Context: an optimization exercise on an open-source flow, tuned for small area, a short achievable clock period and few clock cycles. The choices shown serve that exercise and are no tape-out recipe. Where RTL was checked, it was by simulation tests only, not by an equivalence proof against the original. For run 5, only the layout was checked, not whether the RTL still works. Power figures rest on the tool's default switching activity, not on a simulated workload.

===== flow/run.sh =====
#!/bin/bash
# The standard synthesis and layout (standard.sh), with these changes to
# how ORFS makes the layout (the SDC and clock period are the standard flow's):
#  - timing repair aims at a larger setup margin, so that it works on the
#    paths that set the achieved period;
#  - port buffers are buf_2 cells (every port still gets its buffer);
#  - ABC maps with a 1 fF output load per module instead of 5 fF, so the
#    small one-cell modules get minimum-size cells (registers unchanged).
# The tools' full output is in flow_make.log and in orfs/logs/.
set -euo pipefail
bash standard.sh SETUP_SLACK_MARGIN=7.75 ABC_LOAD_IN_FF=1 \
  "BUFFER_PORTS_ARGS=-buffer_cell sky130_fd_sc_hd__buf_2" \
  finish > flow_make.log 2>&1

===== standard.sh =====
#!/bin/bash
# synth_recipe.tcl (not shown) runs the flow's synth.tcl, then flattens the netlist and writes it again
# the make line also repeats each setting of config.mk as NAME=value (left out here)
make -C /OpenROAD-flow-scripts/flow DESIGN_CONFIG=/design/flow/config.mk WORK_HOME=/design/flow/orfs CLKGATE_MAP_FILE= SYNTH_SCRIPT=/design/flow/synth_recipe.tcl "${@:-finish}"

===== config.mk =====
export PLATFORM = sky130hd
export DESIGN_NAME = BETA_CORE
export DESIGN_NICKNAME = BETA_CORE
export VERILOG_FILES = /design/flow/design.v
export SDC_FILE = /design/flow/constraint.sdc
export NUM_CORES = 8
export LEC_CHECK = 0
export CAP_MARGIN = 20
export CORE_MARGIN = 2
export CORE_UTILIZATION = 40
export CTS_CLUSTER_DIAMETER = 100
export CTS_CLUSTER_SIZE = 20
export SLEW_MARGIN = 20
export SYNTH_HIERARCHICAL = 1

===== constraint.sdc =====
create_clock -name core_clock -period 13.0 [get_ports {CLK}]
set_input_delay 2.6000 -clock core_clock [delete_from_list [all_inputs] [get_ports {CLK}]]
set_output_delay 2.6000 -clock core_clock [all_outputs]
set_load 0.01 [all_outputs]

===== design.v =====
module RF_AOI222 (input a1, a2, b1, b2, c1, c2, output y);
  assign y = ~((a1 & a2) | (b1 & b2) | (c1 & c2));
endmodule
module RF_NAND4 (input a, b, c, d, output y);
  assign y = ~(a & b & c & d);
endmodule
module RF_NAND3 (input a, b, c, output y);
  assign y = ~(a & b & c);
endmodule
module RF_OR3 (input a, b, c, output y);
  assign y = a | b | c;
endmodule
module RF_ND2 (input a, b, output y);
  assign y = ~(a & b);
endmodule
module RF_A21O (input a1, a2, b1, output y);
  assign y = (a1 & a2) | b1;
endmodule
module RF_RDBIT (
  input  [30:0] Q,
  input  [30:0] S,
  input         F,
  input         W,
  output        TR,
  output        Y
  );
  wire [10:0] l;
  wire [2:0]  h;
  genvar g;
  generate
    for (g = 0; g < 10; g = g + 1) begin : T
      RF_AOI222 u (.a1(S[3*g]), .a2(Q[3*g]), .b1(S[3*g+1]), .b2(Q[3*g+1]),
                   .c1(S[3*g+2]), .c2(Q[3*g+2]), .y(l[g]));
    end
  endgenerate
  RF_ND2   u10 (.a(S[30]), .b(Q[30]), .y(l[10]));
  RF_NAND4 n0 (.a(l[0]), .b(l[1]), .c(l[2]), .d(l[3]), .y(h[0]));
  RF_NAND4 n1 (.a(l[4]), .b(l[5]), .c(l[6]), .d(l[7]), .y(h[1]));
  RF_NAND3 n2 (.a(l[8]), .b(l[9]), .c(l[10]), .y(h[2]));
  RF_OR3   o  (.a(h[0]), .b(h[1]), .c(h[2]), .y(TR));
  RF_A21O  f  (.a1(F), .a2(W), .b1(TR), .y(Y));
endmodule
module REGFILE (
  input  [31*32-1:0] REGS,    
  input  [30:0]      SEL,     
  input              F,       
  input  [31:0]      W,
  output [31:0]      TR,      
  output [31:0]      Y
  );
  genvar b, k;
  generate
    for (b = 0; b < 32; b = b + 1) begin : B
      wire [30:0] q;
      for (k = 0; k < 31; k = k + 1) begin : K
        assign q[k] = REGS[32*k + b];
      end
      RF_RDBIT u (.Q(q), .S(SEL), .F(F), .W(W[b]), .TR(TR[b]), .Y(Y[b]));
    end
  endgenerate
endmodule
module ALU_MX2I (input a, b, s, output y);
  assign y = ~(s ? b : a);
endmodule
module ALU_MX2 (input a, b, s, output y);
  assign y = s ? b : a;
endmodule
module ALU_A222OI (input a1, a2, b1, b2, c1, c2, output y);
  assign y = ~((a1 & a2) | (b1 & b2) | (c1 & c2));
endmodule
module ALU_A22OI (input a1, a2, b1, b2, output y);
  assign y = ~((a1 & a2) | (b1 & b2));
endmodule
module ALU_ND2 (input a, b, output y);
  assign y = ~(a & b);
endmodule
module ALU_AOI21 (input a1, a2, b1, output y);
  assign y = ~((a1 & a2) | b1);
endmodule
module ALU_OAI21 (input a1, a2, b1, output y);
  assign y = ~((a1 | a2) & b1);
endmodule
module ALU_NR2 (input a, b, output y);
  assign y = ~(a | b);
endmodule
module ALU_INV (input a, output y);
  assign y = ~a;
endmodule
module ALU_XNOR2 (input a, b, output y);
  assign y = ~(a ^ b);
endmodule
module ALU_XOR2 (input a, b, output y);
  assign y = a ^ b;
endmodule
module ALU_A21O (input a1, a2, b1, output y);
  assign y = (a1 & a2) | b1;
endmodule
module ALU_KSADD (
  input  [31:0] P,
  input  [31:0] G,
  input         CIN,
  output [31:0] SUM
  );
  wire [31:0] g0, g1, g2, g3, g4, g5;
  wire [31:0] p1, p2, p3, p4;
  ALU_A21O c0 (.a1(P[0]), .a2(CIN), .b1(G[0]), .y(g0[0]));
  assign g0[31:1] = G[31:1];
  genvar i;
  generate
    for (i = 0; i < 32; i = i + 1) begin : L
      if (i >= 1) begin : A1
        ALU_AOI21 g (.a1(P[i]), .a2(g0[i-1]), .b1(g0[i]), .y(g1[i]));
      end else begin : B1
        ALU_INV g (.a(g0[i]), .y(g1[i]));
      end
      if (i >= 2) begin : C1
        ALU_ND2 p (.a(P[i]), .b(P[i-1]), .y(p1[i]));
      end else begin : D1
        assign p1[i] = 1'b1;
      end
      if (i >= 2) begin : A2
        ALU_OAI21 g (.a1(p1[i]), .a2(g1[i-2]), .b1(g1[i]), .y(g2[i]));
      end else begin : B2
        ALU_INV g (.a(g1[i]), .y(g2[i]));
      end
      if (i >= 4) begin : C2
        ALU_NR2 p (.a(p1[i]), .b(p1[i-2]), .y(p2[i]));
      end else begin : D2
        assign p2[i] = 1'b0;
      end
      if (i >= 4) begin : A3
        ALU_AOI21 g (.a1(p2[i]), .a2(g2[i-4]), .b1(g2[i]), .y(g3[i]));
      end else begin : B3
        ALU_INV g (.a(g2[i]), .y(g3[i]));
      end
      if (i >= 8) begin : C3
        ALU_ND2 p (.a(p2[i]), .b(p2[i-4]), .y(p3[i]));
      end else begin : D3
        assign p3[i] = 1'b1;
      end
      if (i >= 8) begin : A4
        ALU_OAI21 g (.a1(p3[i]), .a2(g3[i-8]), .b1(g3[i]), .y(g4[i]));
      end else begin : B4
        ALU_INV g (.a(g3[i]), .y(g4[i]));
      end
      if (i >= 16) begin : C4
        ALU_NR2 p (.a(p3[i]), .b(p3[i-8]), .y(p4[i]));
      end else begin : D4
        assign p4[i] = 1'b0;
      end
      if (i >= 16) begin : A5
        ALU_AOI21 g (.a1(p4[i]), .a2(g4[i-16]), .b1(g4[i]), .y(g5[i]));
      end else begin : B5
        ALU_INV g (.a(g4[i]), .y(g5[i]));
      end
      if (i == 0) begin : S0
        ALU_XOR2 s (.a(P[0]), .b(CIN), .y(SUM[0]));
      end else begin : SN
        ALU_XNOR2 s (.a(P[i]), .b(g5[i-1]), .y(SUM[i]));
      end
    end
  endgenerate
endmodule
`timescale 1ns / 1ps
module BETA_CORE(
    input CLK,
    input RESET,
    input IRQ,
    input [31:0] MRD,
    input [31:0] ID,
    output [31:0] IA,
    output [31:0] MA,
    output MOE,
    output MWR,
    output [31:0] MWD
    );
localparam [5:0] OP_LD = 6'b011000, OP_ST = 6'b011001, OP_JMP = 6'b011011,
                 OP_BEQ = 6'b011100, OP_BNE = 6'b011101, OP_LDR = 6'b011111;
reg [31:0] pc_base;      
reg [30:0] pc_tgt;       
reg        pc_tk;        
wire [31:0] pc = pc_tk ? {pc_base[31], pc_tgt} : pc_base;
reg        s2_we;        
reg [4:0]  s2_wa;        
reg        s2_ld;        
reg        s2_st;        
reg        s2_cin;       
reg [3:0]  s2_fn;        
reg [31:0] s2_a;        
reg [31:0] s2_b;        
reg [31:0] s2_d;         
reg [4:0]  s2_sh;        
wire [31:0] sum;
  wire [31:0] s2_p = s2_a ^ s2_b;
  wire [31:0] s2_g = s2_a & s2_b;
  ALU_KSADD add (.P(s2_p), .G(s2_g), .CIN(s2_cin), .SUM(sum));
  wire eq = &s2_p;
  wire lt = s2_p[31] ? sum[31] : s2_g[31];
  wire cmp = s2_fn[1] ? (lt | (s2_fn[0] ? 1'b0 : eq)) : (s2_fn[0] ? lt : eq);
  wire        shl  = ~s2_fn[1] & ~s2_fn[0];
  wire        fill = s2_fn[1] & s2_a[31];
  wire [4:0]  sk = ~s2_sh;
  wire [4:0]  sl = s2_sh & {5{shl}};
  wire [4:0]  sr = s2_sh & {5{~shl}};
  wire [31:0] l0, l1, l2, l3, l4, sh;
  genvar si2;
  generate
    for (si2 = 0; si2 < 32; si2 = si2 + 1) begin : SHF
      ALU_INV    n  (.a(s2_a[si2]), .y(l0[si2]));
      ALU_A222OI h0 (.a1(sk[0]), .a2(l0[si2]),
                     .b1(sl[0]), .b2(si2 >= 1  ? l0[(si2+31)%32] : 1'b1),
                     .c1(sr[0]), .c2(si2 + 1  < 32 ? l0[(si2+1)%32]  : ~fill), .y(l1[si2]));
      ALU_A222OI h1 (.a1(sk[1]), .a2(l1[si2]),
                     .b1(sl[1]), .b2(si2 >= 2  ? l1[(si2+30)%32] : 1'b0),
                     .c1(sr[1]), .c2(si2 + 2  < 32 ? l1[(si2+2)%32]  :  fill), .y(l2[si2]));
      ALU_A222OI h2 (.a1(sk[2]), .a2(l2[si2]),
                     .b1(sl[2]), .b2(si2 >= 4  ? l2[(si2+28)%32] : 1'b1),
                     .c1(sr[2]), .c2(si2 + 4  < 32 ? l2[(si2+4)%32]  : ~fill), .y(l3[si2]));
      ALU_A222OI h3 (.a1(sk[3]), .a2(l3[si2]),
                     .b1(sl[3]), .b2(si2 >= 8  ? l3[(si2+24)%32] : 1'b0),
                     .c1(sr[3]), .c2(si2 + 8  < 32 ? l3[(si2+8)%32]  :  fill), .y(l4[si2]));
      ALU_A222OI h4 (.a1(sk[4]), .a2(l4[si2]),
                     .b1(sl[4]), .b2(si2 >= 16 ? l4[(si2+16)%32] : 1'b1),
                     .c1(sr[4]), .c2(si2 + 16 < 32 ? l4[(si2+16)%32] : ~fill), .y(sh[si2]));
    end
  endgenerate
  wire r_sum  = ~s2_ld & (s2_fn[3:2] == 2'b00);
  wire r_cmp  = ~s2_ld & (s2_fn[3:2] == 2'b01);
  wire r_bool = ~s2_ld & (s2_fn[3:2] == 2'b10);
  wire r_sh   = ~s2_ld & (s2_fn[3:2] == 2'b11);
  wire u_g    = r_bool & ~s2_fn[1];
  wire u_p    = r_bool & (s2_fn[1] | s2_fn[0]);
  wire [31:0] x1, x2, wdata;
  generate
    for (si2 = 0; si2 < 32; si2 = si2 + 1) begin : RES
      ALU_A222OI a (.a1(r_sum), .a2(sum[si2]), .b1(s2_ld), .b2(MRD[si2]),
                    .c1(r_sh), .c2(sh[si2]), .y(x1[si2]));
      if (si2 == 0) begin : B0
        ALU_A222OI b (.a1(u_g), .a2(s2_g[0]), .b1(u_p), .b2(s2_p[0]),
                      .c1(r_cmp), .c2(cmp), .y(x2[0]));
      end else begin : BN
        ALU_A22OI b (.a1(u_g), .a2(s2_g[si2]), .b1(u_p), .b2(s2_p[si2]), .y(x2[si2]));
      end
      ALU_ND2 n (.a(x1[si2]), .b(x2[si2]), .y(wdata[si2]));
    end
  endgenerate
assign MA  = sum;
assign MOE = s2_ld;
assign MWR = s2_st & ~RESET;
reg rst;
always @(posedge CLK) rst <= RESET;
assign MWD = s2_d;
assign IA  = pc;
wire [5:0] op = ID[31:26];
wire [4:0] rc = ID[25:21];
wire [4:0] ra = ID[20:16];
wire [4:0] rb = ID[15:11];
wire [31:0] lit = {{16{ID[15]}}, ID[15:0]};
wire is_ld  = (op == OP_LD);
wire is_st  = (op == OP_ST);
wire is_jmp = (op == OP_JMP);
wire is_beq = (op == OP_BEQ);
wire is_bne = (op == OP_BNE);
wire is_ldr = (op == OP_LDR);
wire is_alu = op[5] & ((op[3:1] == 3'b000) | (op[3:2] == 2'b01 & op[1:0] != 2'b11) |
                       (op[3:2] == 2'b10) | (op[3:2] == 2'b11 & op[1:0] != 2'b11));
wire illegal = ~(is_ld | is_st | is_jmp | is_beq | is_bne | is_ldr | is_alu);
wire irq = IRQ & ~pc[31];
wire [4:0] rbx = op[5] ? rb : rc;
reg [31*32-1:0] regs;
genvar gi;
generate
  for (gi = 0; gi < 31; gi = gi + 1) begin : RW
    always @(posedge CLK)
      if (wsel[gi])
        regs[gi*32 +: 32] <= wdata;
  end
endgenerate
reg [30:0] wsel, sel_a, sel_b;
integer si;
always @(*) begin
  for (si = 0; si < 31; si = si + 1) begin
    wsel[si]  = s2_we & (s2_wa == si);
    sel_a[si] = (ra == si) & ~wsel[si];
    sel_b[si] = (op[5] ? (rb == si) : (rc == si)) & ~wsel[si];
  end
end
wire fwd_a = s2_we & (s2_wa == ra);
wire fwd_b = s2_we & (s2_wa == rbx);
wire [31:0] va, vb;
wire [31:0] ta, tb;
REGFILE rpa (.REGS(regs), .SEL(sel_a), .F(fwd_a), .W(wdata), .TR(ta), .Y(va));
REGFILE rpb (.REGS(regs), .SEL(sel_b), .F(fwd_b), .W(wdata), .TR(tb), .Y(vb));
wire [30:0] pc4 = pc[30:0] + 31'd4;
wire [30:0] tgt = pc4 + {lit[28:0], 2'b00};
wire z_w = (wdata == 32'b0);
wire z_r = (ta == 32'b0);
wire z = z_r & (z_w | ~fwd_a);
wire taken = (is_beq & z) | (is_bne & ~z);
wire link = is_jmp | is_beq | is_bne;
wire sub  = is_alu & ~op[3] & (op[2] | op[0]);
wire inv  = sub | (is_alu & (op[3:0] == 4'b1011));    
always @(posedge CLK) begin
  if (rst) begin
    pc_base <= 32'h80000000;
  end else if (irq) begin
    pc_base <= 32'h80000008;
  end else if (illegal) begin
    pc_base <= 32'h80000004;
  end else if (is_jmp) begin
    pc_base <= {pc[31] & va[31], va[30:2], 2'b00};
  end else begin
    pc_base <= {pc[31], pc4};
  end
  pc_tk  <= taken & ~irq & ~rst;
  pc_tgt <= tgt;
end
always @(posedge CLK) begin
  if (rst) begin
    s2_we <= 1'b0;
    s2_ld <= 1'b0;
    s2_st <= 1'b0;
  end else if (irq | illegal) begin
    s2_we <= 1'b1;
    s2_ld <= 1'b0;
    s2_st <= 1'b0;
  end else begin
    s2_we <= (is_ld | is_ldr | is_alu | link) & (rc != 5'd31);
    s2_ld <= is_ld | is_ldr;
    s2_st <= is_st;
  end
end
wire is_shift = is_alu & (op[3:2] == 2'b11);
reg [31:0] aop;
always @(*) begin
  if (irq | illegal | link)
    aop = {pc[31], pc4};
  else if (is_ldr)
    aop = {1'b0, tgt};
  else
    aop = va;
end
wire use_vb  = is_alu & ~op[4] & ~is_shift & ~irq;
wire use_lit = (is_ld | is_st | (is_alu & op[4] & ~is_shift)) & ~irq;
wire inv_e   = inv & ~irq;
wire [31:0] lit_e = (lit ^ {32{inv_e}}) & {32{use_lit}};
wire [31:0] b0 = use_vb ? {32{inv_e}}  : lit_e;
wire [31:0] b1 = use_vb ? {32{~inv_e}} : lit_e;
wire [31:0] bop;
genvar bi;
generate
  for (bi = 0; bi < 32; bi = bi + 1) begin : BOP
    ALU_MX2 m (.a(b0[bi]), .b(b1[bi]), .s(vb[bi]), .y(bop[bi]));
  end
endgenerate
always @(posedge CLK) begin
  s2_wa  <= (irq | illegal) ? 5'd30 : rc;
  s2_fn  <= (is_alu & ~irq) ? op[3:0] : 4'b0000;
  s2_cin <= sub & ~irq;
  s2_d   <= vb;
  s2_a   <= aop;
  s2_b   <= bop;
  s2_sh  <= (~op[4]) ? vb[4:0] : lit[4:0];
end
endmodule

==> flow_results.org, run 1 <==
** Pwr
- Total power :: between 0.008 and 0.009 W
- Internal power comes to between 0.006 and 0.007 W.
- Leakage Power :: 20.25 nW
- Across the VDD grid, the largest voltage drop is 114.3 uV.
- The share of total power dissipated in the clock network is 25.9%.
- The share of total power dissipated in sequential elements is 51.6%.
- In this run the power spent charging and discharging nets is 0.002811 W.
- Portion of total power attributed to combinational logic :: 22.5%
- In this run the power density over the cells is roughly 150 mW/mm2.
- Net switching is 31.59% of the power.

** Route
- Across all layers, the routed design uses 44,319 vias.
- Wires add up to ~230,000 um.
- Routed wire length per instance :: about 38 um
- For this run, design rule violations remaining after detail routing come to 0.
- Once detail routing completed, the nets flagged for antenna violations numbered 0.
- Using the TritonRoute via totals, the vias-per-cell ratio works out to around 7.4.
- The detailed router finished its first iteration with roughly 12,000 violations.
- First-pass iteration count of the detailed router :: 20

** Yosys
- The synthesized design spends more area on one cell type than any other, namely sky130_fd_sc_hd__edfxtp_1.
- Among all cell types in the netlist, the one instantiated most often is sky130_fd_sc_hd__edfxtp_1.
- The cell area that synthesis handed to floorplanning was around 0.052 mm2.
- After synthesis, the mean cell area works out to 13.76 um2.
- Synthesis instantiated 66 different standard cells from the library.
- Main synth FF type :: sky130_fd_sc_hd__edfxtp_1
- The Yosys step of the flow raised 7 warnings.
- The share of synthesized area in the top cell type comes to between 50% and 60%.
- Seq/Total Area, Yosys :: 63.89%
- Most frequent cells after synthesis :: 992 x sky130_fd_sc_hd__edfxtp_1, 833 x sky130_fd_sc_hd__a222oi_1, 296 x sky130_fd_sc_hd__nand2_1
- Synthesis handed over a netlist of 3,796 instances.
- In the synthesized netlist the async set-or-reset flop fraction comes to 0%.
- Main area contributors after synthesis :: sky130_fd_sc_hd__edfxtp_1 57%, sky130_fd_sc_hd__a222oi_1 16%, sky130_fd_sc_hd__dfxtp_1 6.9%
- Yosys mapped a number of flops with a built-in enable equal to 992.
- Number of register bits inferred by synthesis :: 1,171

** Final layout
- Cells with a size suffix above 1 make up 19.79% of the layout.
- Measured on the finished design, the core utilization comes to 46.88%.
- Relative to the synthesized area, the layout overhead comes to 16.22%.
- For this run, the post-layout net count is 4,320.
- After filler insertion, the fill cell instance count of the layout stands at ~11,000.

** Worst setup path
- Type of element capturing the critical path :: primary output
- Critical path start-end classification :: input port to primary output
- Worst Path Arrival :: 2890 ps
- Crit-path max FO :: 2
- The worst register-to-register path has a setup slack of ~7600 ps.
- Data on the critical path is required at its endpoint by between 10,000 and 15,000 ps.
- Startpoint type of the worst setup path :: input port
- Cells along the critical path :: buf_8 -> nor2b_4 -> buf_6
- Among all stages on the critical path, the largest delay is contributed by sky130_fd_sc_hd__buf_8.
- Delay of the slowest cell on the worst path :: 100 ps

** Clock network
- Total clock buffers created by CTS :: 69
- In this run the number of H-tree levels came out at 3.
- CTS sink count :: 1,171
- Worst-skew pair later-pin latency :: 710 ps
- Clock tree synthesis selected as its root buffer the cell sky130_fd_sc_hd__clkbuf_16.
- CTS tree :: built
- Hold repair after CTS inserted 0 buffers.
- After clock tree synthesis, the clock-pin slew on the worst setup and hold paths is 90 ps.
- The longest clock path from root to sink contains 3 buffers.

** Place
- The congestion estimate from routability-driven global placement came to 1.005.
- Buffers placed on the I/O ports in this run total 164.
- After legalization and detailed placement, the total HPWL measured 139,200 um.

** Timing
- Maximum clock frequency :: 0.1820 GHz
- Crit path time final :: approximately 5500 ps
- Dividing the final minimum period by the clock period gives between 40% and 50%.
- For the final database, setup skew stands at 59.39 ps.
- In this run the tightest slew margin relative to its limit is 27.56%.
- Setup total negative slack on the finished layout was measured at 0 ps.
- Setup repair after global routing missed its margin :: true
- Finish-stage setup viols :: 0
- The number of endpoints with negative hold slack in the final report is 0.
- The number of pins with negative max-slew slack in the final report came to 0.
- Actual transition at the worst max-transition pin :: 1085 ps

** Global routing
- Global routing finished with a remaining overflow of 0.
- The first global-routing pass estimated 309,300 um of wire.
- GRT Resource Usage Total :: about 33%
- The number of antenna violations at the first check in global routing is 24.
- The number of global-route vias before repair is 40,222.
- Entering global routing, the biggest net connects between 50 and 60 pins.

** Floorplan
- In this run the horizontal extent of the chip is 365.4 um.
- Floorplan die height :: 365.4 um
- Standard-cell row count :: around 130
- Io pins :: 165
- Total core area :: 0.1295 mm2
- Overall die area :: around 0.13 mm2
- Starting density of the core :: 40.34%

** Hold path
- The min-delay analysis places its worst path in the category flop to flop.

** Run
- MaxCap Viol Count :: 0

** Run status
- Outcome :: complete, no violations
[routing by layer]
layer / GRT usage (%) / up-vias / wire, um
li1: - / 17817 / -
met1: 41.82 / 21719 / 78620
met2: 48.53 / 4132 / 96700
met3: 10.59 / 643 / 35820
met4: 19.45 / 8 / 16540
met5: 0 / - / 54
[cells in the final DEF, fill, tap and decap left out, drive strengths merged, types with 71 or more instances in the layout]
cell type,instances
edfxtp,992
a222oi,833
buf,362
nand2,296
dfxtp,179
a21oi,165
nand4,152
nor2,141
clkbuf,110
inv,97
o21ai,92
nand3,89
a21o,86
nor3,79
xnor2,71
[Yosys stat by module, one instance, submodules excluded, a selection]
module     times used  flops+latches
ALU_XOR2            1              0
RF_ND2             64              0
RF_OR3             64              0
ALU_ND2            84              0
ALU_MX2            32              0
ALU_A22OI          31              0
RF_A21O            64              0
ALU_NR2            42              0
BETA_CORE           1           1171
ALU_INV            63              0
ALU_AOI21          72              0
ALU_OAI21          52              0
RF_NAND3           64              0
[registers in the layout, summed over array words and instances (netlist names), 5 cells and up]
signal	flops
pc_base	32
s2_a	32
s2_wa	5
s2_sh	5
s2_b	32
pc_tgt	31
s2_d	32
regs	992
[path summary, 6_finish.rpt]
| path | from | end | depth (start not counted) |
|---|---|---|---|
| hold reg to reg | rst | pc_base[3] | 1 |
| setup / recovery | RESET | MWR | 3 |
| hold / removal | rst | pc_base[3] | 1 |
| setup reg to reg | s2_sh[0] | s2_a[23] | 13 |
[critical path: cells and delay by family]
kind | cells | cell delay (ps)
buf+inv | 2 | 200
simple gates | 1 | 90
[final cells by class]
| cell class | instances | area [um2] | share of cell area [%] |
|---|---|---|---|
| Clock inverter | 9 | 180.2 | 0.2968 |
| Antenna cell | 7 | 17.52 | 0.02886 |
| Timing Repair Buffer | 365 | 2465 | 4.061 |
| Multi-Input combinational cell | 2485 | 20120 | 33.15 |
| Clock buffer | 107 | 1881 | 3.098 |
| Sequential cell | 1171 | 33480 | 55.15 |
| Timing Repair inverter | 2 | 12.51 | 0.02061 |
| Tap cell | 1742 | 2180 | 3.591 |
| Inverter | 96 | 367.9 | 0.6060 |
[repair_timing]
action	CTS	global route
cloned	2	2
resized for setup	208	115
pin swaps	33	51
setup endpoints to repair	104	78
endpoints found under the hold margin	0	0
buffers inserted	13	28
[logic make-up (layout without fill, tap and decap cells)]
logic type / after synthesis / in the layout / share of synthesized area (%)
adders and majority gates: 63 / 63 / 1.524
AOI/OAI and AO/OA: 1300 / 1300 / 21.47
other: 2 / 38 / 0.01438
xor gates and xnor gates: 96 / 96 / 1.624
buffers and inverters: 169 / 579 / 1.289
DFF: 1171 / 1171 / 63.89
muxes: 74 / 74 / 1.536
and+or+nand+nor: 921 / 921 / 8.653
[per-stage QoR]
step / setup WS [ps] / instances / hold slack [ps] / instance area (um2)
6_report: 7507 / 5984 / 560.1 / 60700
3_5_place_dp: 6473 / 5816 / 523.3 / 57010
4_1_cts: 7506 / 5947 / 550.4 / 59920
3_3_place_gp: 6569 / 5816 / 530.5 / 57010
2_1_floorplan: 7031 / 3825 / 402.4 / 52600
5_1_grt: 7485 / 5979 / 577.8 / 60690
[power by group through the flow]
stage               combinational [W]  sequential, W  clock (W)
finish                        0.00200        0.00459    0.00230
floorplan                    0.000937        0.00459          0
CTS                           0.00184        0.00458    0.00231
detailed placement            0.00176        0.00465          0
global route                  0.00207        0.00459    0.00245
global placement              0.00174        0.00466          0
Testbench counts, summed over its fixed seeds: cycles 24,745.
==> run 2, diff against run 1 <==
--- a/flow/run.sh
+++ b/flow/run.sh
@@ -8,6 +8,6 @@
 #    small one-cell modules get minimum-size cells (registers unchanged).
 # The tools' full output is in flow_make.log and in orfs/logs/.
 set -euo pipefail
-bash standard.sh SETUP_SLACK_MARGIN=7.75 ABC_LOAD_IN_FF=1 \
+bash standard.sh SETUP_SLACK_MARGIN=7.6 ABC_LOAD_IN_FF=1 \
   "BUFFER_PORTS_ARGS=-buffer_cell sky130_fd_sc_hd__buf_2" \
   finish > flow_make.log 2>&1
==> run 2 against run 1 <==
Against the previous run: sequential power barely moved; still clean on timing, DRC and antenna; largest cell class unchanged; via count rose by 0.60%; first-iteration DRC count rose by 4.6%.
==> flow_results.org, run 2 <==
** Run status
- Outcome :: complete, no violations (unchanged)

** Yosys
- Seq/Total Area, Yosys :: 63.89% (unchanged)
- The proportion of synthesized flip-flops having asynchronous set or reset was 0% (unchanged).
- Main area contributors after synthesis :: sky130_fd_sc_hd__edfxtp_1 57%, sky130_fd_sc_hd__a222oi_1 16%, sky130_fd_sc_hd__dfxtp_1 6.9% (unchanged)
- Cell type with the largest total area after synthesis :: sky130_fd_sc_hd__edfxtp_1 (unchanged)
- The count of flip-flops with a built-in enable after synthesis was 992 (unchanged).
- Most frequent cells after synthesis: 992 x sky130_fd_sc_hd__edfxtp_1, 833 x sky130_fd_sc_hd__a222oi_1, 296 x sky130_fd_sc_hd__nand2_1 (unchanged).
- Most repeated cell in the gate-level netlist after synthesis :: sky130_fd_sc_hd__edfxtp_1 (unchanged)
- Main synth FF type :: sky130_fd_sc_hd__edfxtp_1 (unchanged)
- Post-synth cell types :: 66 (unchanged)
- Synthesized instance count :: 3,796 (unchanged)
- The mean post-synth cell area came to 13.76 um2 (unchanged).
- Yosys top cell area share :: 57.03% (unchanged)
- The flop and latch count out of synthesis was 1,171 (unchanged).
- The Yosys warning count was 7 (unchanged).
- Combined area of all synthesized cells :: 0.05223 mm2 (unchanged)

** Global routing
- The first-pass GRT wire length was 308,400 um (was 309,300 um).
- Aggregate global routing overflow :: 0 (unchanged)
- The number of antenna violations at the first check in global routing was 21 (was 24).
- The all-layer global routing usage came to 32.62% (was 32.73%).
- Maximum number of pins on one net before global-route repair :: 51 (unchanged)
- The number of global-route vias before repair came to 39,899 (was 40,222).

** Worst setup path
- The critical path launch point type is an input port (unchanged).
- Type of element capturing the critical path :: primary output (unchanged)
- The worst endpoint required time is 10,400 ps (about the same).
- Worst Path Arrival :: 2910 ps (was 2890 ps)
- Crit-path max FO :: 2 (unchanged)
- Critical path start-end classification :: input port to primary output (unchanged)

** Route
- The total via count in the routed design came to 44,583 (was 44,319).
- The wire length on met1 is 79,480 um (was 78,620 um).
- The number of remaining DRC errors was 0 (unchanged).
- The number of optimization iterations in the first detailed-route pass was 19 (was 20).
- The total length of routed wires is 227,700 um (about the same).
- The met2 routed wirelength is 98,930 um (was 96,700 um).
- The detailed-route vias per instance came to 7.431 (was 7.406).
- The average wire per standard cell was 37.95 um (was 38.06 um).
- Total length of routed met3 wires :: 33,800 um (was 35,820 um)
- The highest metal layer used by the detailed router was met5 (unchanged).
- Remaining antenna violation count :: 0 (unchanged)
- The initial detailed-routing violation count came to 12,323 (was 11,777).

** Clock network
- The clock-pin transition on the worst setup and hold timing paths came to 100 ps (was 90 ps).
- Worst-skew pair later-pin latency :: 690 ps (was 710 ps)
- Largest buffer count on any clock path :: 3 (unchanged)
- Total clock buffers created by CTS :: 68 (was 69)
- The clock tree root driver cell is sky130_fd_sc_hd__clkbuf_16 (unchanged).
- H-Tree Level Count :: 3 (unchanged)
- The total clock sinks is 1,171 (unchanged).
- CTS tree :: built (unchanged)

** Pwr
- Power per unit of standard cell area :: 146.2 mW/mm2 (was 146.6 mW/mm2)
- The total power consumption of the routed design is 0.008816 W (was 0.008898 W).
- The maximum VDD drop is 82.93 uV (was 114.3 uV).
- The total leakage power was 20.18 nW (was 20.25 nW).

** Final layout
- Most frequent cells in the layout: 992 x sky130_fd_sc_hd__edfxtp_1, 833 x sky130_fd_sc_hd__a222oi_1, 290 x sky130_fd_sc_hd__nand2_1 (was 992 x sky130_fd_sc_hd__edfxtp_1, 833 x sky130_fd_sc_hd__a222oi_1, 287 x sky130_fd_sc_hd__nand2_1).
- The area growth from synthesis to layout was 15.47% (was 16.22%).
- Max reg flops :: 992 (unchanged)
- The share of final-layout standard cells stronger than drive strength 1 was 18.62% (was 19.79%).
- Post-Route Utilization :: 46.58% (was 46.88%)
- Net count of the finished layout :: 4,332 (was 4,320)
- The largest register by flop count is regs (unchanged).
- The most common cell after layout, fill and taps aside is sky130_fd_sc_hd__edfxtp_1 (unchanged).

** Timing
- Total count of max-transition violations in the final report :: 0 (unchanged)
- The maximum operating frequency came to 0.1815 GHz (was 0.1820 GHz).
- The transition at the pin with the smallest max-transition slack was 994.9 ps (was 1085 ps).
- Relative slew margins :: 33.67% (was 27.56%)
- The final worst-path setup slack came to 7492 ps (was 7507 ps).
- The number of endpoints with negative hold slack in the final report is 0 (unchanged).
- Clock Skew :: 43.34 ps (was 59.39 ps)
- The final-layout setup total negative slack was 0 ps (unchanged).
- The period utilization was 42.37% (was 42.26%).
- Worst Hold Margin :: 537.3 ps (was 560.1 ps)
- The post-layout minimum cycle time came to 5508 ps (was 5493 ps).
- Setup repair after global routing missed its margin :: true (unchanged)
- Finish-stage setup viols :: 0 (unchanged)

** Place
- The worst slack at placement is 6425 ps (was 6473 ps).
- Routability-driven placement congestion ratio :: 0.9643 (was 1.005)
- The number of port buffers is 164 (unchanged).
- The detailed-placement wirelength estimate is 138,700 um (was 139,200 um).

** Floorplan
- Starting density of the core :: 40.34% (unchanged)
- Standard-cell row count :: 132 (unchanged)
- Io pins :: 165 (unchanged)
- Total core area :: 0.1295 mm2 (unchanged)
- Floorplan die height :: 365.4 um (unchanged)
- Die width :: 365.4 um (unchanged)
- The area enclosed by the die boundary was 0.1335 mm2 (unchanged).

** Hold path
- The path class of the lowest-slack min-delay path was flop to flop (unchanged).

** Run
- MaxCap Viol Count :: 0 (unchanged)
==> run 2: critical path, stage by stage <==
cell and delay [ps]:
sky130_fd_sc_hd__buf_8 100, sky130_fd_sc_hd__nor2b_4 100, sky130_fd_sc_hd__buf_6 100
==> run 2: layer usage <==
metal	global-route usage, %	up-vias
met4	17.52	10
met1	42.00	22074
li1	-	17834
met3	9.674	633
met5	0	-
met2	49.53	4032
==> run 2: final timing paths <==
check	startpoint	endpoint	slack [ps]	depth (start not counted)
worst max-delay path	RESET	MWR	7490	3
worst min-delay path	pc_base[31]	pc_base[31]	540	2
worst max register to register	s2_fn[1]	s2_a[18]	7570	16
worst min register to register	pc_base[31]	pc_base[31]	540	2
==> run 2: area by class of cell <==
class                      instances  area [um2]
clock inverter                     6       75.07
multi-input combinational       2485       19660
sequential                      1171       33420
inverter                          96       367.9
clock buffer                     109        1877
timing repair buffer             379        2688
antenna                           11       27.53
fill                           11516       69180
tap                             1742        2180
timing repair inverter             1       7.507
==> run 2: power breakdown <==
part / internal (W) / leakage (nW) / switching, W
sequential: 0.00446 / 10.5 / 0.000123
combinational: 0.000590 / 8.70 / 0.00141
clock: 0.00101 / 0.934 / 0.00123
==> run 2: cell families (layout without fill, tap and decap cells) <==
family,Yosys count,after routing,synth area share (%)
AOI/OAI and AO/OA,1300,1300,21.47
xor gates and xnor gates,96,96,1.624
adders and majority gates,63,63,1.524
buffers and inverters,169,591,1.289
DFF,1171,1171,63.89
muxes,74,74,1.536
other,2,42,0.01438
and+or+nand+nor,921,921,8.653
==> run 2: through the flow <==
step / std cells / instance area, um2
2_1_floorplan: 3825 / 52600
3_3_place_gp: 5821 / 57050
3_5_place_dp: 5821 / 57050
4_1_cts: 5950 / 59400
5_1_grt: 5993 / 60290
6_report: 6000 / 60310
==> run 2: what timing repair did <==
| action | CTS | global route |
|---|---|---|
| gates resized for setup | 88 | 163 |
| setup endpoints to repair | 75 | 71 |
| hold buffers | 0 | 0 |
| cloned | 1 | 3 |
| buffers inserted | 13 | 36 |
| pin swaps | 20 | 80 |
==> run 2: modules after synthesis, one instance, submodules excluded, a selection <==
module	flip-flops and latches	cells	copies in the design	cell area (um2)
ALU_MX2	0	1	32	11.26
BETA_CORE	1171	2170	1	39440
ALU_A21O	0	1	1	7.507
ALU_XNOR2	0	1	31	8.758
ALU_A22OI	0	1	31	7.507
RF_NAND4	0	1	128	6.256
RF_ND2	0	1	64	3.754
RF_OR3	0	1	64	6.256
RF_AOI222	0	1	640	10.01
ALU_A222OI	0	1	193	10.01
ALU_ND2	0	1	84	3.754
RF_A21O	0	1	64	7.507
ALU_XOR2	0	1	1	8.758
RF_NAND3	0	1	64	5.005
==> run 3, diff against run 2 <==
==> flow/run.sh (replaced) <==
#!/bin/bash
# The standard synthesis and layout (standard.sh), with these changes to
# how ORFS makes the layout (the SDC and clock period are the standard flow's):
#  - timing repair aims at a larger setup margin, so that it works on the
#    paths that set the achieved period;
#  - port buffers are buf_1 cells (every port still gets its buffer);
#  - ABC maps with a 1 fF output load per module instead of 5 fF, so the
#    small one-cell modules get minimum-size cells (registers unchanged).
# The tools' full output is in flow_make.log and in orfs/logs/.
set -euo pipefail
bash standard.sh SETUP_SLACK_MARGIN=7.6 ABC_LOAD_IN_FF=1 \
  "BUFFER_PORTS_ARGS=-buffer_cell sky130_fd_sc_hd__buf_1" \
  finish > flow_make.log 2>&1
==> run 3 against run 2 <==
Against the previous run: setup slack got worse by 41 ps; final cell count barely moved; synthesized cell count did not move; sequential share of layout area fell by 0.14 points; critical path depth did not move; fmax fell by 0.73%; power fell by 0.53%.
==> flow_results.org, run 3 <==
** Yosys
- Main area contributors after synthesis :: sky130_fd_sc_hd__edfxtp_1 57%, sky130_fd_sc_hd__a222oi_1 16%, sky130_fd_sc_hd__dfxtp_1 6.9% (unchanged)
- Most frequent cells after synthesis: 992 x sky130_fd_sc_hd__edfxtp_1, 833 x sky130_fd_sc_hd__a222oi_1, 296 x sky130_fd_sc_hd__nand2_1 (unchanged).
- The dominant cell by count in the synthesized netlist is sky130_fd_sc_hd__edfxtp_1 (unchanged).
- The area fraction of the dominant cell type after synthesis came to 57.03% (unchanged).
- The mean post-synth cell area is 13.76 um2 (unchanged).
- Number of flops mapped to enable cells by yosys :: 992 (unchanged)
- Synthesized instance count :: 3,796 (unchanged)
- The netlist area before placement was 0.05223 mm2 (unchanged).
- Number of register bits inferred by synthesis :: 1,171 (unchanged)
- The Yosys warning count is 7 (unchanged).
- The top cell type by total area after synthesis is sky130_fd_sc_hd__edfxtp_1 (unchanged).
- Seq/Total Area, Yosys :: 63.89% (unchanged)
- Main synth FF type :: sky130_fd_sc_hd__edfxtp_1 (unchanged)
- Asr flop ratio synth :: 0% (unchanged)
- The number of library cell types mapped by synthesis came to 66 (unchanged).

** Timing
- The worst-case headroom to the max-slew limit is 25.35% (was 33.67%).
- The total setup violations reported at the end of the flow came to 0 (unchanged).
- The maximum clock skew at final layout came to 53.62 ps (was 43.34 ps).
- The maximum operating frequency came to 0.1802 GHz (was 0.1815 GHz).
- The final-layout setup total negative slack is 0 ps (unchanged).
- Final Hold Viols :: 0 (unchanged)
- Share of the clock period used by the worst path after layout :: 42.68% (was 42.37%)
- The final worst-path setup slack came to 7451 ps (was 7492 ps).
- Setup repair after global routing missed its margin: true (unchanged).
- Actual transition at the worst max-transition pin :: 1120 ps (was 994.9 ps)
- Total count of max-transition violations in the final report :: 0 (unchanged)
- Crit path time final :: 5549 ps (was 5508 ps)

** Pwr
- Leakage Power :: 19.83 nW (was 20.18 nW)
- The power density relative to cell area came to 145.1 mW/mm2 (was 146.2 mW/mm2).
- Worst VDD drop :: 84.81 uV (was 82.93 uV)

** Clock network
- Clock root buffer :: sky130_fd_sc_hd__clkbuf_16 (unchanged)
- The CTS buffer count is 68 (unchanged).
- CTS tree :: built (unchanged)
- Clock slew seen by the registers of the worst setup and hold paths :: 80 ps (was 100 ps)
- CTS sink count :: 1,171 (unchanged)
- The maximum buffer depth of the clock tree was 3 (unchanged).
- The deepest level of the CTS H-tree was 3 (unchanged).
- Worst-skew pair later-pin latency :: 690 ps (about the same)

** Route
- The total length of routed wires is 228,200 um (was 227,700 um).
- Iteration-0 DRC Markers :: 11,927 (was 12,323)
- The total via count in the routed design was 44,397 (was 44,583).
- The number of optimization iterations in the first detailed-route pass is 22 (was 19).
- The antenna violation net count after detailed routing is 0 (unchanged).
- Detail-routed via count per cell :: 7.398 (was 7.431)
- Routed wire length per instance :: 38.03 um (was 37.95 um)
- Detailed-route DRC error count :: 0 (unchanged)

** Hold path
- Worst hold path depth :: 2 (unchanged)
- Hold-critical path endpoint :: pc_base[31] (unchanged)
- The start point of the worst hold path was pc_base[31] (unchanged).
- The path class of the lowest-slack min-delay path was flop to flop (unchanged).

** Place
- The instance area at placement is 0.05684 mm2 (was 0.05705 mm2).
- The number of port buffers was 164 (unchanged).
- The final estimated routing congestion in global placement was 0.9715 (was 0.9643).
- Worst slack, placed :: 6477 ps (was 6425 ps)
- Half-perimeter wire length after placement :: 138,800 um (was 138,700 um)

** Worst setup path
- Worst Reg-to-Reg Cells :: 14 (was 16)
- The critical path class was input port to primary output (unchanged).
- The worst endpoint required time is 10,400 ps (about the same).
- Crit-path max FO :: 2 (unchanged)
- The element type at the critical path end is a primary output (unchanged).
- Worst Path Arrival :: 2950 ps (was 2910 ps)
- The critical path launch point type is an input port (unchanged).
- The endpoint of the most critical register-to-register path is s2_a[21] (was s2_a[18]).
- Beginning of the worst register-to-register path :: s2_sh[0] (was s2_fn[1])
- Setup slack of the worst register-to-register path :: 7560 ps (was 7570 ps)

** Final layout
- The number of fill cells in the layout came to 11,476 (was 11,516).
- The number of flip-flops under the largest register name is 992 (unchanged).
- Post-Route Utilization :: 46.68% (was 46.58%)
- Net count of the finished layout :: 4,348 (was 4,332)
- The share of final-layout standard cells stronger than drive strength 1 is 15.51% (was 18.62%).
- The post-layout instance area was 0.06044 mm2 (was 0.06031 mm2).
- The area of the multi-input gates is 0.01980 mm2 (was 0.01966 mm2).
- The area taken by flip-flops and latches was 0.03341 mm2 (was 0.03342 mm2).
- The area growth from synthesis to layout came to 15.72% (was 15.47%).
- The largest register by flop count was regs (unchanged).
- Most frequent cells in the layout: 992 x sky130_fd_sc_hd__edfxtp_1, 833 x sky130_fd_sc_hd__a222oi_1, 289 x sky130_fd_sc_hd__nand2_1 (was 992 x sky130_fd_sc_hd__edfxtp_1, 833 x sky130_fd_sc_hd__a222oi_1, 290 x sky130_fd_sc_hd__nand2_1).
- Commonest non-fill, non-tap cell in the layout :: sky130_fd_sc_hd__edfxtp_1 (unchanged)

** Floorplan
- Floorplan die height :: 365.4 um (unchanged)
- Standard-cell row count :: 132 (unchanged)
- The area enclosed by the die boundary is 0.1335 mm2 (unchanged).
- Total core area :: 0.1295 mm2 (unchanged)
- The floorplan die width came to 365.4 um (unchanged).
- The number of top-level pins is 165 (unchanged).
- Starting density of the core :: 40.34% (unchanged)

** Global routing
- First-pass GRT wire length :: 306,500 um (was 308,400 um)
- The maximum number of pins on one net before global-route repair was 51 (unchanged).
- The all-layer global routing usage came to 32.44% (was 32.62%).
- Number of antenna violations at the first check in global routing :: 20 (was 21)
- Aggregate global routing overflow :: 0 (unchanged)
- Via count of the first global-routing pass :: 39,754 (was 39,899)

** Run
- MaxCap Viol Count :: 0 (unchanged)

** Run status
- Outcome :: complete, no violations (unchanged)
## run 3: cell counts after synthesis
Identical to the previous run, type by type.
## run 3: per-layer routing
metal  part of all wire (%)  routed length [um]  global-route usage (%)  vias to the layer above
met4                    6.9               15710                   18.41                        6
met3                     15               34430                   10.01                      641
met1                     35               80150                   41.96                    21841
met2                     43               97760                   48.19                     4041
li1                       -                   -                       -                    17868
met5                  0.075                 172                  0.7625                        -
## run 3: kinds of logic (layout without fill, tap and decap cells)
logic type      after synthesis  after routing  synth area share [%]
simple gates                921            921                 8.653
buf+inv                     169            592                 1.289
other cells                   2             42               0.01438
fa+ha+maj                    63             63                 1.524
compound gates             1300           1300                 21.47
xor+xnor                     96             96                 1.624
flops                      1171           1171                 63.89
mux                          74             74                 1.536
## run 3: per-module statistics from Yosys (local to each module, per instance), excerpt
module,area [um2],times used,flip-flops and latches
ALU_A21O,7.507,1,0
RF_A21O,7.507,64,0
BETA_CORE,39440,1,1171
ALU_XNOR2,8.758,31,0
RF_ND2,3.754,64,0
ALU_OAI21,5.005,52,0
RF_AOI222,10.01,640,0
RF_NAND3,5.005,64,0
RF_NAND4,6.256,128,0
ALU_A222OI,10.01,193,0
ALU_ND2,3.754,84,0
ALU_XOR2,8.758,1,0
RF_OR3,6.256,64,0
## run 3: worst max-delay path, stage by stage
cell and delay [ps]:
sky130_fd_sc_hd__buf_8 100, sky130_fd_sc_hd__nor2b_4 130, sky130_fd_sc_hd__buf_6 110
## run 3: layout make-up
cell class              count  area share, %
clock inverters             8         0.1925
clock buffers              92          2.964
diodes                     11        0.04554
repair buffers            394          4.535
inverters                  96         0.6086
repair inverters            2        0.02070
flip-flops and latches   1171          55.28
well taps                1742          3.606
multi-input cells        2485          32.75
## run 3: where the power goes
| group | switching [W] | internal [W] |
|---|---|---|
| Clock | 0.00125 | 0.000982 |
| Sequential | 0.000122 | 0.00446 |
| Combinational | 0.00140 | 0.000561 |
## run 3: repair_timing
item | CTS | global route
cloned | 1 | 7
resized for setup | 106 | 178
pin swaps | 20 | 85
hold buffers | 0 | 0
endpoints found under the setup margin | 83 | 59
setup buffers | 8 | 54
## run 3: per-stage QoR
stage | cells | power [W] | hold slack (ps)
after floorplan | 3825 | 0.005525 | 402.4
after global placement | 5820 | 0.006396 | 499.5
after detailed placement | 5820 | 0.006413 | 506.4
after CTS | 5929 | 0.008603 | 520.2
after global routing | 5993 | 0.008965 | 555.6
final | 6001 | 0.008769 | 523.5
## run 3: how the worst max path moves through the flow
stage / depth (start not counted) / slack, ps / from / to
after global routing: 3 / 7460 / RESET / MWR
after floorplan: 10 / 7030 / ID[31] / s2_b[0]
after global placement: 9 / 6510 / ID[30] / s2_a[17]
after detailed placement: 9 / 6480 / ID[31] / s2_a[17]
after CTS: 3 / 7450 / RESET / MWR
final: 3 / 7450 / RESET / MWR
==> run 4, diff against run 3 <==
--- a/flow/run.sh
+++ b/flow/run.sh
@@ -8,6 +8,6 @@
 #    small one-cell modules get minimum-size cells (registers unchanged).
 # The tools' full output is in flow_make.log and in orfs/logs/.
 set -euo pipefail
-bash standard.sh SETUP_SLACK_MARGIN=7.6 ABC_LOAD_IN_FF=1 \
+bash standard.sh SETUP_SLACK_MARGIN=7.75 ABC_LOAD_IN_FF=1 \
   "BUFFER_PORTS_ARGS=-buffer_cell sky130_fd_sc_hd__buf_1" \
   finish > flow_make.log 2>&1
==> run 4 against run 3 <==
Against the previous run: final area up 0.70%; first-iteration DRC count grew 3.7%; global-route usage down 0.43 points; flip-flop and latch count did not move; wire length decreased by 2.1%; combinational power up 5%; register-to-register slack better by 110 ps; utilization increased by 0.32 points; synthesized cell count did not move; clock skew is essentially flat; largest cell class unchanged.
==> flow_results.org, run 4 <==
** Yosys
- Combined area of all synthesized cells :: 0.05223 mm2 (unchanged)
- Most frequent cells after synthesis :: 992 x sky130_fd_sc_hd__edfxtp_1, 833 x sky130_fd_sc_hd__a222oi_1, 296 x sky130_fd_sc_hd__nand2_1 (unchanged)
- The dominant cell by count in the synthesized netlist was sky130_fd_sc_hd__edfxtp_1 (unchanged).
- Main area contributors after synthesis: sky130_fd_sc_hd__edfxtp_1 57%, sky130_fd_sc_hd__a222oi_1 16%, sky130_fd_sc_hd__dfxtp_1 6.9% (unchanged).
- The proportion of synthesized flip-flops having asynchronous set or reset is 0% (unchanged).
- Main synth FF type :: sky130_fd_sc_hd__edfxtp_1 (unchanged)
- The mean post-synth cell area was 13.76 um2 (unchanged).
- Post-synth cell types :: 66 (unchanged)
- Synthesized instance count :: 3,796 (unchanged)
- Yosys top cell area share :: 57.03% (unchanged)
- The Yosys warning count was 7 (unchanged).
- Number of register bits inferred by synthesis :: 1,171 (unchanged)
- The top cell type by total area after synthesis was sky130_fd_sc_hd__edfxtp_1 (unchanged).
- Seq/Total Area, Yosys :: 63.89% (unchanged)
- The count of flip-flops with a built-in enable after synthesis was 992 (unchanged).

** Floorplan
- Floorplan die height :: 365.4 um (unchanged)
- Total core area :: 0.1295 mm2 (unchanged)
- Standard-cell row count :: 132 (unchanged)
- The number of top-level pins came to 165 (unchanged).
- Overall die area :: 0.1335 mm2 (unchanged)
- Starting density of the core :: 40.34% (unchanged)
- The floorplan die width was 365.4 um (unchanged).

** Timing
- The transition at the pin with the smallest max-transition slack was 1116 ps (was 1120 ps).
- The post-layout minimum cycle time came to 5555 ps (was 5549 ps).
- Setup repair after global routing missed its margin :: true (unchanged)
- The worst hold slack is 506.8 ps (was 523.5 ps).
- The total setup violations reported at the end of the flow is 0 (unchanged).
- The worst-case headroom to the max-slew limit came to 25.61% (was 25.35%).
- The maximum operating frequency is 0.1800 GHz (was 0.1802 GHz).
- Clock Skew :: 53.54 ps (was 53.62 ps)
- The number of pins with negative max-slew slack in the final report is 0 (unchanged).
- Final TNS setup :: 0 ps (unchanged)
- The number of endpoints with negative hold slack in the final report was 0 (unchanged).
- Share of the clock period used by the worst path after layout :: 42.73% (was 42.68%)

** Pwr
- The maximum VDD drop is 105.7 uV (was 84.81 uV).
- The combinational fraction of design power was 23.0% (was 22.4%).
- The sequential group share of total power is 51.2% (was 52.2%).
- Clock share of power :: 25.8% (was 25.4%)
- The switching power share of the total is 31.79% (was 31.59%).
- Leakage Power :: 19.90 nW (was 19.83 nW)
- The power spent charging and discharging nets was 0.002840 W (was 0.002770 W).
- The power density relative to cell area is 146.8 mW/mm2 (was 145.1 mW/mm2).
- The internal portion of total power came to 0.006095 W (was 0.005999 W).

** Worst setup path
- Termination of the worst setup path :: MWR (unchanged)
- Worst Path Arrival :: 2950 ps (about the same)
- Critical path start-end classification :: input port to primary output (unchanged)
- The source of the worst register-to-register timing path is s2_sh[1] (was s2_sh[0]).
- The worst reg-to-reg setup slack is 7670 ps (was 7560 ps).
- Crit-path max FO :: 2 (unchanged)
- The endpoint of the most critical register-to-register path is s2_a[29] (was s2_a[21]).
- Startpoint type of the worst setup path :: input port (unchanged)
- The element type at the critical path end was a primary output (unchanged).
- The start point of the critical path is RESET (unchanged).
- The worst endpoint required time is 10,400 ps (about the same).
- The worst-case reg-to-reg path depth was 16 (was 14).

** Route
- The total length of routed wires is 223,400 um (was 228,200 um).
- The detailed-route vias per instance came to 7.414 (was 7.398).
- The number of remaining DRC errors came to 0 (unchanged).
- First-pass iteration count of the detailed router :: 17 (was 22)
- The average wire per standard cell was 37.36 um (was 38.03 um).
- Remaining antenna violation count :: 0 (unchanged)
- Total via count in the routed design :: 44,333 (was 44,397)
- Iteration-0 DRC Markers :: 12,367 (was 11,927)

** Final layout
- Filler instances :: 11,427 (was 11,476)
- Net count of the finished layout :: 4,323 (was 4,348)
- Area growth from synthesis to final layout :: 16.53% (was 15.72%)
- Max reg flops :: 992 (unchanged)
- Share of layout cells above drive strength 1 :: 17.07% (was 15.51%)
- The most common cell after layout, fill and taps aside is sky130_fd_sc_hd__edfxtp_1 (unchanged).
- Most frequent cells in the layout: 992 x sky130_fd_sc_hd__edfxtp_1, 833 x sky130_fd_sc_hd__a222oi_1, 282 x sky130_fd_sc_hd__nand2_1 (was 992 x sky130_fd_sc_hd__edfxtp_1, 833 x sky130_fd_sc_hd__a222oi_1, 289 x sky130_fd_sc_hd__nand2_1).
- Top reg by flops :: regs (unchanged)

** Global routing
- The first-pass GRT wire length is 303,400 um (was 306,500 um).
- The number of global-route vias before repair was 40,195 (was 39,754).
- The met1 layer usage reported by global route came to 41.26% (was 41.96%).
- The number of antenna violations at the first check in global routing is 22 (was 20).
- The met2 routing resource usage after global routing is 48.09% (was 48.19%).
- Grt met3 use :: 10.03% (was 10.01%)
- The maximum number of pins on one net before global-route repair is 51 (unchanged).
- Aggregate global routing overflow :: 0 (unchanged)
- The all-layer global routing usage came to 32.01% (was 32.44%).
- Most used routing layer :: met2 (unchanged)

** Clock network
- The total clock sinks was 1,171 (unchanged).
- Total clock buffers created by CTS :: 70 (was 68)
- Worst-skew pair later-pin latency :: 700 ps (was 690 ps)
- The clock-pin transition on the worst setup and hold timing paths came to 90 ps (was 80 ps).
- Largest buffer count on any clock path :: 3 (unchanged)
- The clock tree from TritonCTS was built (unchanged).
- H-Tree Level Count :: 3 (unchanged)
- The clock tree root driver cell is sky130_fd_sc_hd__clkbuf_16 (unchanged).

** Place
- The number of port buffers is 164 (unchanged).
- The final estimated routing congestion in global placement is 0.9929 (was 0.9715).
- Half-perimeter wire length after placement :: 135,600 um (was 138,800 um)

** Run
- The max capacitance violation total was 0 (unchanged).

** Hold path
- The start point of the worst hold path was pc_base[31] (unchanged).
- The path class of the lowest-slack min-delay path is flop to flop (unchanged).

** Run status
- Outcome :: complete, no violations (unchanged)
==> run 4: cell counts after synthesis <==
No cell type changed its count.
==> run 4: layout make-up <==
| class | count | area, um2 | share of cell area, % |
|---|---|---|---|
| sequential | 1171 | 33450 | 54.96 |
| multi-input combinational | 2485 | 20290 | 33.34 |
| timing repair buffer | 367 | 2501 | 4.109 |
| tap | 1742 | 2180 | 3.581 |
| clock buffer | 94 | 1863 | 3.061 |
| inverter | 96 | 367.9 | 0.6044 |
| clock inverter | 10 | 170.2 | 0.2796 |
| antenna | 13 | 32.53 | 0.05345 |
| timing repair inverter | 2 | 12.51 | 0.02056 |
==> run 4: critical path: stages <==
cell	delay [ps]
sky130_fd_sc_hd__buf_8	100
sky130_fd_sc_hd__nor2b_4	130
sky130_fd_sc_hd__buf_6	110
==> run 4: worst min path at each step <==
stage	to	slack, ps	cells past startpoint
detailed placement	s2_a[31]	490	2
CTS	s2_a[31]	500	2
global route	pc_base[3]	540	1
global placement	s2_a[31]	480	2
floorplan	s2_we	400	1
finish	s2_a[31]	510	2
==> run 4: Yosys stat by module, one instance, submodules excluded, excerpt <==
module,cells inside,area [um2]
ALU_A22OI,1,7.507
ALU_MX2,1,11.26
ALU_ND2,1,3.754
ALU_OAI21,1,5.005
ALU_XOR2,1,8.758
RF_A21O,1,7.507
RF_AOI222,1,10.01
RF_OR3,1,6.256
==> run 4: power groups by stage <==
stage | sequential (W) | clock [W] | combinational, W
after detailed placement | 0.00463 | 0 | 0.00178
after global placement | 0.00463 | 0 | 0.00176
after CTS | 0.00455 | 0.00232 | 0.00187
after global routing | 0.00457 | 0.00245 | 0.00211
final | 0.00457 | 0.00231 | 0.00206
after floorplan | 0.00459 | 0 | 0.000937
==> run 4: through the flow <==
step	setup WS [ps]	util, %	power [W]	instances	cell area, um2
after floorplan	7031	-	0.005525	3825	52600
after global routing	7441	46.98	0.009133	5967	60830
after CTS	7436	46.20	0.008745	5944	59820
final	7445	47.01	0.008935	5980	60860
after global placement	6340	43.88	0.006396	5818	56820
after detailed placement	6338	43.88	0.006409	5818	56820
==> run 4: logic make-up after synthesis <==
family	after synthesis	synth area share [%]
AO/OA/AOI/OAI	1300	21.47
XOR/XNOR	96	1.624
adder cells (fa/ha/maj)	63	1.524
buffers and inverters	169	1.289
flip-flops	1171	63.89
multiplexers	74	1.536
other	2	0.01438
AND/OR/NAND/NOR	921	8.653
==> run 4: repair_timing <==
item                       CTS  global route
gates resized for setup    211           203
hold buffers                 0             0
gates cloned                 1             4
setup buffers               21            19
pin swaps                   45            72
setup endpoints to repair  120            91
==> run 4: per-layer routing <==
layer  wire, um  up-vias
li1           -    17831
met1      77590    21880
met2      95880     3939
met3      34410      671
met4      15410       12
met5        110        -
==> run 5, diff against run 4 <==
--- a/design.v
+++ b/design.v
@@ -59,6 +59,30 @@
     end
   endgenerate
 endmodule
+module RF_AOI21 (input a1, a2, b1, output y);
+  assign y = ~((a1 & a2) | b1);
+endmodule
+module RF_ZTREE (
+  input  [30:0] Z,
+  input  [30:0] S,
+  input         D31,
+  output        Y
+  );
+  wire [10:0] l;
+  wire [2:0]  h;
+  genvar g;
+  generate
+    for (g = 0; g < 10; g = g + 1) begin : T
+      RF_AOI222 u (.a1(S[3*g]), .a2(Z[3*g]), .b1(S[3*g+1]), .b2(Z[3*g+1]),
+                   .c1(S[3*g+2]), .c2(Z[3*g+2]), .y(l[g]));
+    end
+  endgenerate
+  RF_AOI21 u10 (.a1(S[30]), .a2(Z[30]), .b1(D31), .y(l[10]));
+  RF_NAND4 n0 (.a(l[0]), .b(l[1]), .c(l[2]), .d(l[3]), .y(h[0]));
+  RF_NAND4 n1 (.a(l[4]), .b(l[5]), .c(l[6]), .d(l[7]), .y(h[1]));
+  RF_NAND3 n2 (.a(l[8]), .b(l[9]), .c(l[10]), .y(h[2]));
+  RF_OR3   o  (.a(h[0]), .b(h[1]), .c(h[2]), .y(Y));
+endmodule
 module ALU_MX2I (input a, b, s, output y);
   assign y = ~(s ? b : a);
 endmodule
@@ -294,8 +318,17 @@
 wire [30:0] pc4 = pc[30:0] + 31'd4;
 wire [30:0] tgt = pc4 + {lit[28:0], 2'b00};
 wire z_w = (wdata == 32'b0);
-wire z_r = (ta == 32'b0);
-wire z = z_r & (z_w | ~fwd_a);
+reg [30:0] zf;
+generate
+  for (gi = 0; gi < 31; gi = gi + 1) begin : ZW
+    always @(posedge CLK)
+      if (wsel[gi])
+        zf[gi] <= z_w;
+  end
+endgenerate
+wire z_r;
+RF_ZTREE zt (.Z(zf), .S(sel_a), .D31(ra == 5'd31), .Y(z_r));
+wire z = z_r | (fwd_a & z_w);
 wire taken = (is_beq & z) | (is_bne & ~z);
 wire link = is_jmp | is_beq | is_bne;
 wire sub  = is_alu & ~op[3] & (op[2] | op[0]);
==> flow/run.sh (replaced) <==
#!/bin/bash
# The standard synthesis and layout (standard.sh), with these changes to
# how ORFS makes the layout (the SDC and clock period are the standard flow's):
#  - timing repair aims at a larger setup margin, so that it works on the
#    paths that set the achieved period;
#  - port buffers are buf_2 cells (every port still gets its buffer);
#  - ABC maps with a 1 fF output load per module instead of 5 fF, so the
#    small one-cell modules get minimum-size cells (registers unchanged).
# The tools' full output is in flow_make.log and in orfs/logs/.
set -euo pipefail
bash standard.sh SETUP_SLACK_MARGIN=7.6 ABC_LOAD_IN_FF=1 \
  "BUFFER_PORTS_ARGS=-buffer_cell sky130_fd_sc_hd__buf_2" \
  finish > flow_make.log 2>&1
==> run 5 against run 4 <==
Against the previous run: wire length is 3.4% higher; highest routed layer unchanged; final cell count is 2.2% higher; first-iteration DRC count is 1.5% lower; sequential share of layout area is 0.79 points higher; clock skew is 15 ps lower; clock-buffer cell count is 20 higher; die area is 2.7% higher; final area is 1.3% higher.
==> flow_results.org, run 5 <==
** Timing
- Crit path time final :: 5504 ps (was 5555 ps)
- The maximum operating frequency came to 0.1817 GHz (was 0.1800 GHz).
- The number of endpoints with negative hold slack in the final report came to 0 (unchanged).
- Final TNS setup :: 0 ps (unchanged)
- The number of pins with negative max-slew slack in the final report was 0 (unchanged).
- The period utilization was 42.34% (was 42.73%).
- The maximum clock skew at final layout was 38.08 ps (was 53.54 ps).
- Setup repair after global routing missed its margin :: true (unchanged)
- Relative slew margins :: 28.19% (was 25.61%)

** Final layout
- The area growth from synthesis to layout came to 14.88% (was 16.53%).
- The post-layout instance area is 0.06165 mm2 (was 0.06086 mm2).
- Filler instances :: 11,850 (was 11,427)
- Top reg by flops :: regs (unchanged)
- Max reg flops :: 992 (unchanged)
- Share of layout cells above drive strength 1 :: 17.69% (was 17.07%)
- Most frequent cells in the layout :: 1,023 x sky130_fd_sc_hd__edfxtp_1, 843 x sky130_fd_sc_hd__a222oi_1, 289 x sky130_fd_sc_hd__nand2_1 (was 992 x sky130_fd_sc_hd__edfxtp_1, 833 x sky130_fd_sc_hd__a222oi_1, 282 x sky130_fd_sc_hd__nand2_1)
- Net count of the finished layout :: 4,421 (was 4,323)

** Pwr
- The combinational fraction of design power came to 21.1% (was 23.0%).
- The switching power share of the total is 30.64% (was 31.79%).
- The power density relative to cell area came to 143.6 mW/mm2 (was 146.8 mW/mm2).
- The total power consumption of the routed design came to 0.008853 W (was 0.008935 W).
- The maximum VDD drop was 90.76 uV (was 105.7 uV).
- The internal portion of total power came to 0.006140 W (was 0.006095 W).
- Clock share of power :: 26.2% (was 25.8%)

** Global routing
- The all-layer global routing usage came to 32.14% (was 32.01%).
- Aggregate global routing overflow :: 0 (unchanged)
- First-pass GRT wire length :: 314,400 um (was 303,400 um)
- The number of global-route vias before repair is 40,639 (was 40,195).
- The maximum number of pins on one net before global-route repair is 61 (was 51).

** Yosys
- The area fraction of the dominant cell type after synthesis came to 57.24% (was 57.03%).
- Asr flop ratio synth :: 0% (unchanged)
- Most frequent cells after synthesis: 1,023 x sky130_fd_sc_hd__edfxtp_1, 843 x sky130_fd_sc_hd__a222oi_1, 292 x sky130_fd_sc_hd__nand2_1 (was 992 x sky130_fd_sc_hd__edfxtp_1, 833 x sky130_fd_sc_hd__a222oi_1, 296 x sky130_fd_sc_hd__nand2_1).
- Combined area of all synthesized cells :: 0.05367 mm2 (was 0.05223 mm2)
- Seq/Total Area, Yosys :: 63.92% (was 63.89%)
- The Yosys warning count is 7 (unchanged).
- The top cell type by total area after synthesis is sky130_fd_sc_hd__edfxtp_1 (unchanged).
- The post-synthesis compound-gate area fraction is 21.30% (was 21.47%).
- Multiplexer area fraction after synthesis :: 1.632% (was 1.536%)
- The post-synthesis instance total came to 3,889 (was 3,796).
- Xor and xnor fraction of the mapped netlist area :: 1.543% (was 1.624%)
- Adder and majority gate portion of the synthesized area :: 1.553% (was 1.524%)
- Number of flops mapped to enable cells by yosys :: 1,023 (was 992)
- Post-synth cell types :: 76 (was 66)
- Average footprint of a synthesized cell :: 13.80 um2 (was 13.76 um2)
- The flop and latch count out of synthesis is 1,202 (was 1,171).
- Post-Synth Simple-Gate Area :: 8.757% (was 8.653%)

** Clock network
- # hold bufs at CTS :: 0 (unchanged)
- H-Tree Level Count :: 3 (unchanged)
- CTS sink count :: 1,202 (was 1,171)
- The clock tree from TritonCTS is built (unchanged).
- Total clock buffers created by CTS :: 70 (unchanged)
- Largest buffer count on any clock path :: 3 (unchanged)
- The clock tree root driver cell is sky130_fd_sc_hd__clkbuf_16 (unchanged).
- Worst-skew pair later-pin latency :: 670 ps (was 700 ps)
- Clock slew seen by the registers of the worst setup and hold paths :: 90 ps (about the same)

** Run status
- Outcome :: complete, no violations (unchanged)

** Route
- The average wire per standard cell came to 37.81 um (was 37.36 um).
- The number of remaining DRC errors is 0 (unchanged).
- The initial detailed-routing violation count is 12,179 (was 12,367).
- The antenna violation net count after detailed routing came to 0 (unchanged).
- Detail-routed via count per cell :: 7.418 (was 7.414)
- The number of optimization iterations in the first detailed-route pass was 20 (was 17).
- The total length of routed wires came to 231,100 um (was 223,400 um).

** Run
- The max capacitance violation total came to 0 (unchanged).

** Floorplan
- Die width :: 370.3 um (was 365.4 um)
- Starting density of the core :: 40.26% (was 40.34%)
- Standard-cell row count :: 134 (was 132)

** Worst setup path
- WP data required :: 10,400 ps (about the same)
- Critical path start-end classification :: input port to primary output (unchanged)
- The arrival time reported for the critical path endpoint is 2900 ps (was 2950 ps).

** Place
- The instance area at placement was 0.05854 mm2 (was 0.05682 mm2).
-- run 5: cell count changes in the layout (fill, tap and decap cells not counted), sizes merged, moves of 7 or more --
cell	previous run	this run
o21ai	92	99
buf	353	365
a222oi	833	843
nor2	141	161
clkbuf	108	117
edfxtp	992	1023
-- run 5: worst paths after layout --
path	startpoint	end	slack [ps]	cells after the start
worst min register to register	pc_base[31]	pc_base[31]	560	2
worst min-delay path	pc_base[31]	pc_base[31]	560	2
worst max-delay path	RESET	MWR	7500	3
worst max register to register	s2_fn[1]	pc_tk	7530	19
-- run 5: layer usage --
metal / track usage [%] / wire, um
met3: 8.033 / 33270
met2: 48.05 / 100300
met4: 16.85 / 14270
met1: 43.11 / 83190
met5: 0 / 67
-- run 5: kinds of logic (layout without fill, tap and decap cells) --
family	Yosys count	count (layout)
adders and majority gates	66	66
muxes	81	81
other	2	39
buffers and inverters	169	584
and+or+nand+nor	947	949
xor gates and xnor gates	93	93
DFF	1202	1202
AOI/OAI and AO/OA	1329	1329
-- run 5: through the flow --
stage,cells,util (%)
2_1_floorplan,3918,-
3_3_place_gp,5937,43.91
3_5_place_dp,5937,43.92
4_1_cts,6067,45.72
5_1_grt,6104,46.24
6_report,6111,46.25
-- run 5: worst max-delay path: stages --
cell	delay (ps)
sky130_fd_sc_hd__buf_6	90
sky130_fd_sc_hd__nor2b_1	80
sky130_fd_sc_hd__buf_2	130
-- run 5: power groups by stage --
stage               Clock, W  Combinational (W)  Sequential [W]
floorplan                  0           0.000893         0.00467
global placement           0            0.00166         0.00473
detailed placement         0            0.00167         0.00473
CTS                  0.00233            0.00170         0.00465
global route         0.00246            0.00192         0.00466
finish               0.00232            0.00187         0.00467
-- run 5: modules after synthesis (local to each module, per instance), a selection --
module | cells | copies in the design | area, um2
ALU_MX2 | 1 | 32 | 11.26
ALU_XOR2 | 1 | 1 | 8.758
RF_AOI21 | 1 | 1 | 5.005
ALU_A21O | 1 | 1 | 7.507
RF_NAND3 | 1 | 65 | 5.005
ALU_XNOR2 | 1 | 31 | 8.758
ALU_A222OI | 1 | 193 | 10.01
RF_OR3 | 1 | 65 | 6.256
ALU_A22OI | 1 | 31 | 7.507
RF_AOI222 | 1 | 650 | 10.01
ALU_NR2 | 1 | 42 | 3.754
ALU_AOI21 | 1 | 72 | 5.005
RF_ND2 | 1 | 64 | 3.754
-- run 5: cell type report --
type,instances,area (um2),area share [%]
multi-input cells,2549,20190,32.75
repair buffers,368,2456,3.984
inverters,96,367.9,0.5967
clock buffers,114,1959,3.178
well taps,1768,2212,3.588
flip-flops and latches,1202,34360,55.74
diodes,8,20.02,0.03247
clock inverters,5,70.07,0.1137
repair inverters,1,7.507,0.01218
-- run 5: what timing repair did --
action / in CTS / in global routing
endpoints found under the setup margin: 112 / 100
pin swaps: 10 / 60
gates cloned: 3 / 0
buffers inserted: 8 / 36
gates resized for setup: 86 / 87

[afterwards: timing with drivers on the ports]
The results above use ideal ports. As a check the final layouts listed here were re-extracted and re-timed, cells and wires unchanged. Step 1 sets driving cells, clkbuf_16 on the clock port and buf_2 on the other inputs (assumed; they add their load-dependent delay and slew). Step 2 also shifts input and output timing later by t, the mid clock arrival at the registers, as if the neighbouring blocks saw the same clock. a / b / c = no drivers / after step 1 / after step 2; a / b = the first two.
run	shift t [ns]	setup WS [ns]
run 1	0.754	7.507 / 7.468 / 6.808
run 2	0.740	7.492 / 7.449 / 6.812
run 3	0.735	7.451 / 7.409 / 6.751
run 4	0.746	7.445 / 7.405 / 6.885
run 5	0.718	7.496 / 7.465 / 6.883
After both steps every run listed still meets setup and hold.
